Background: an optimization exercise with open tools, aiming at small area and a short achievable clock period. Do not read the settings as production practice.
The RTL was checked by simulation tests, not by an equivalence proof against the original design.

==> run Z <==
## TempVerilogMultiplier
module TempVerilogMultiplier(
    input clk,
    input reset,
    input en,
    input [31:0] in0,
    input [31:0] in1,
    input [31:0] in2,
    input signedOp,
    output [63:0] out0,
    output [63:0] out0Pre
    );
==> flow/config.mk <==
export PLATFORM = sky130hd
export DESIGN_NAME = TempVerilogMultiplier
export DESIGN_NICKNAME = TempVerilogMultiplier
export VERILOG_FILES = /design/flow/design.v
export SDC_FILE = /design/flow/constraint.sdc
export NUM_CORES = 4
export LEC_CHECK = 0
export CAP_MARGIN = 20
export CORE_MARGIN = 2
export CORE_UTILIZATION = 40
export SETUP_SLACK_MARGIN = 1.2
export SLEW_MARGIN = 20
==> flow/constraint.sdc <==
create_clock -name core_clock -period 5.6 [get_ports {clk}]
set_input_delay 1.1200 -clock core_clock [delete_from_list [all_inputs] [get_ports {clk}]]
set_output_delay 1.1200 -clock core_clock [all_outputs]
set_load 0.01 [all_outputs]
standard.sh (not shown) runs the stock make flow with config.mk's settings and CLKGATE_MAP_FILE= SYNTH_SCRIPT=/design/flow/synth_recipe.tcl, a recipe that flattens the netlist after the stock synthesis.
==> flow/flow/run.sh <==
#!/bin/bash
# Own layout flow: the standard ORFS flow with two changes:
#  - synthesis runs Yosys's synth with -noabc (in addition to -nofsm -noshare), so the
#    carry-save adder cells written in the RTL reach extract_fa as written (no inverters
#    between full adders); the final ABC mapping of the remaining logic is unchanged.
#  - port buffers are plain sky130_fd_sc_hd__buf_1 cells instead of the default choice.
set -euo pipefail
HERE=$(pwd)
sed 's/yosys synth -nofsm -noshare/yosys synth -nofsm -noshare -noabc/' synth_recipe.tcl > my_synth.tcl
EXTRA=()
if [[ -f flow/extra_make_args ]]; then
  while IFS= read -r line; do [[ -n "$line" ]] && EXTRA+=("$line"); done < flow/extra_make_args
fi
bash standard.sh SYNTH_SCRIPT="$HERE/my_synth.tcl" \
  "BUFFER_PORTS_ARGS=-buffer_cell sky130_fd_sc_hd__buf_1" "${EXTRA[@]}" finish > standard_flow.log 2>&1
==> run E: changes against run Z <==
--- a/flow/config.mk
+++ b/flow/config.mk
@@ -10,3 +10,5 @@
 export CORE_UTILIZATION = 40
-export SETUP_SLACK_MARGIN = 1.2
+export CTS_CLUSTER_DIAMETER = 150
+export CTS_CLUSTER_SIZE = 30
+export SETUP_SLACK_MARGIN = 1.0
 export SLEW_MARGIN = 20
==> run P: changes against run Z <==
--- a/flow/config.mk
+++ b/flow/config.mk
@@ -10,3 +10,5 @@
 export CORE_UTILIZATION = 40
-export SETUP_SLACK_MARGIN = 1.2
+export CTS_CLUSTER_DIAMETER = 150
+export CTS_CLUSTER_SIZE = 30
+export SETUP_SLACK_MARGIN = 0.8
 export SLEW_MARGIN = 20
==> flow_summary.json <==
{
  "outcome": "timing/DRC/antenna clean",
  "use_met3_pct": 8.76,
  "hold-path-endpoint": "result[0]",
  "pg_comb_w": 0.0167,
  "use_met1_pct": 37.7,
  "seqPwrFrac_pct": 19.4,
  "drt_first_pass_iters": 6,
  "cts_buffers": 14,
  "final-clk-cell-share_pct": 1.29,
  "finClkSkew_ps": 21.6,
  "finalInstanceArea_mm2": 0.0316,
  "nClkBuffers": 15,
  "antenna_cells": 0,
  "cts_resized": 72,
  "buffers": 381,
  "post_cts_buffers": 7,
  "area_delta_synth_final_pct": 8.38
}
-- figures above: run E

==> flow_summary.json <==
{
  "outcome": "timing/DRC/antenna clean",
  "area_delta_synth_final_pct": 6.91,
  "pg_comb_w": 0.0165,
  "antenna_cells": 0,
  "drt_first_pass_iters": 7,
  "use_met3_pct": 8.88,
  "hold-path-endpoint": "result[0]",
  "finalInstanceArea_mm2": 0.0311,
  "use_met1_pct": 37.5,
  "cts_resized": 9,
  "seqPwrFrac_pct": 19.5,
  "nClkBuffers": 15
}
-- figures above: run P

==> flow_summary.json <==
{
  "outcome": "timing/DRC/antenna clean",
  "antenna_cells": 6,
  "area_delta_synth_final_pct": 16.7,
  "cts_resized": 220,
  "nClkBuffers": 49,
  "use_met3_pct": 10.2,
  "buffers": 430,
  "use_met1_pct": 36.1,
  "hold-path-endpoint": "result[2]",
  "finalInstanceArea_mm2": 0.0340,
  "seqPwrFrac_pct": 17.4,
  "finClkSkew_ps": 34.2,
  "final-clk-cell-share_pct": 3.65,
  "cts_buffers": 37,
  "pg_comb_w": 0.0184,
  "post_cts_buffers": 15,
  "drt_first_pass_iters": 8
}
-- figures above: run Z

-- separate check: timing with driven ports --
Ports are ideal in the flow. The routed layouts listed here were re-timed in OpenROAD.
Step 1 assumes that a clkbuf_16 drives the clock port and a buf_2 every other input.
Step 2, shift: input delay + t, output delay - t, t = (earliest + latest rising clock arrival at the registers) / 2. This alone moves slack from input paths to output paths.
Slacks: no drivers / after step 1 / after step 2; pairs: no drivers / after step 1.
| run | shift t [ns] | slack for setup (ns) | hold slack, ns | worst setup path at the end | worst slew at a driven data input, ns |
|---|---|---|---|---|---|
| run Z | 0.619 | 1.226 / 1.159 / 1.061 | 0.343 / 0.343 / 0.343 | input to register | 0.09 |
| run E | 0.613 | 1.025 / 1.025 / 1.025 | 0.346 / 0.346 / 0.346 | register to register | 0.07 |
| run P | 0.621 | 0.852 / 0.852 / 0.852 | 0.347 / 0.347 / 0.347 | register to register | 0.07 |
After both steps setup and hold are still met in every run listed. The setup slack of run Z, which loses most, moves by -0.067 ns with the drivers and by -0.165 ns with both steps.
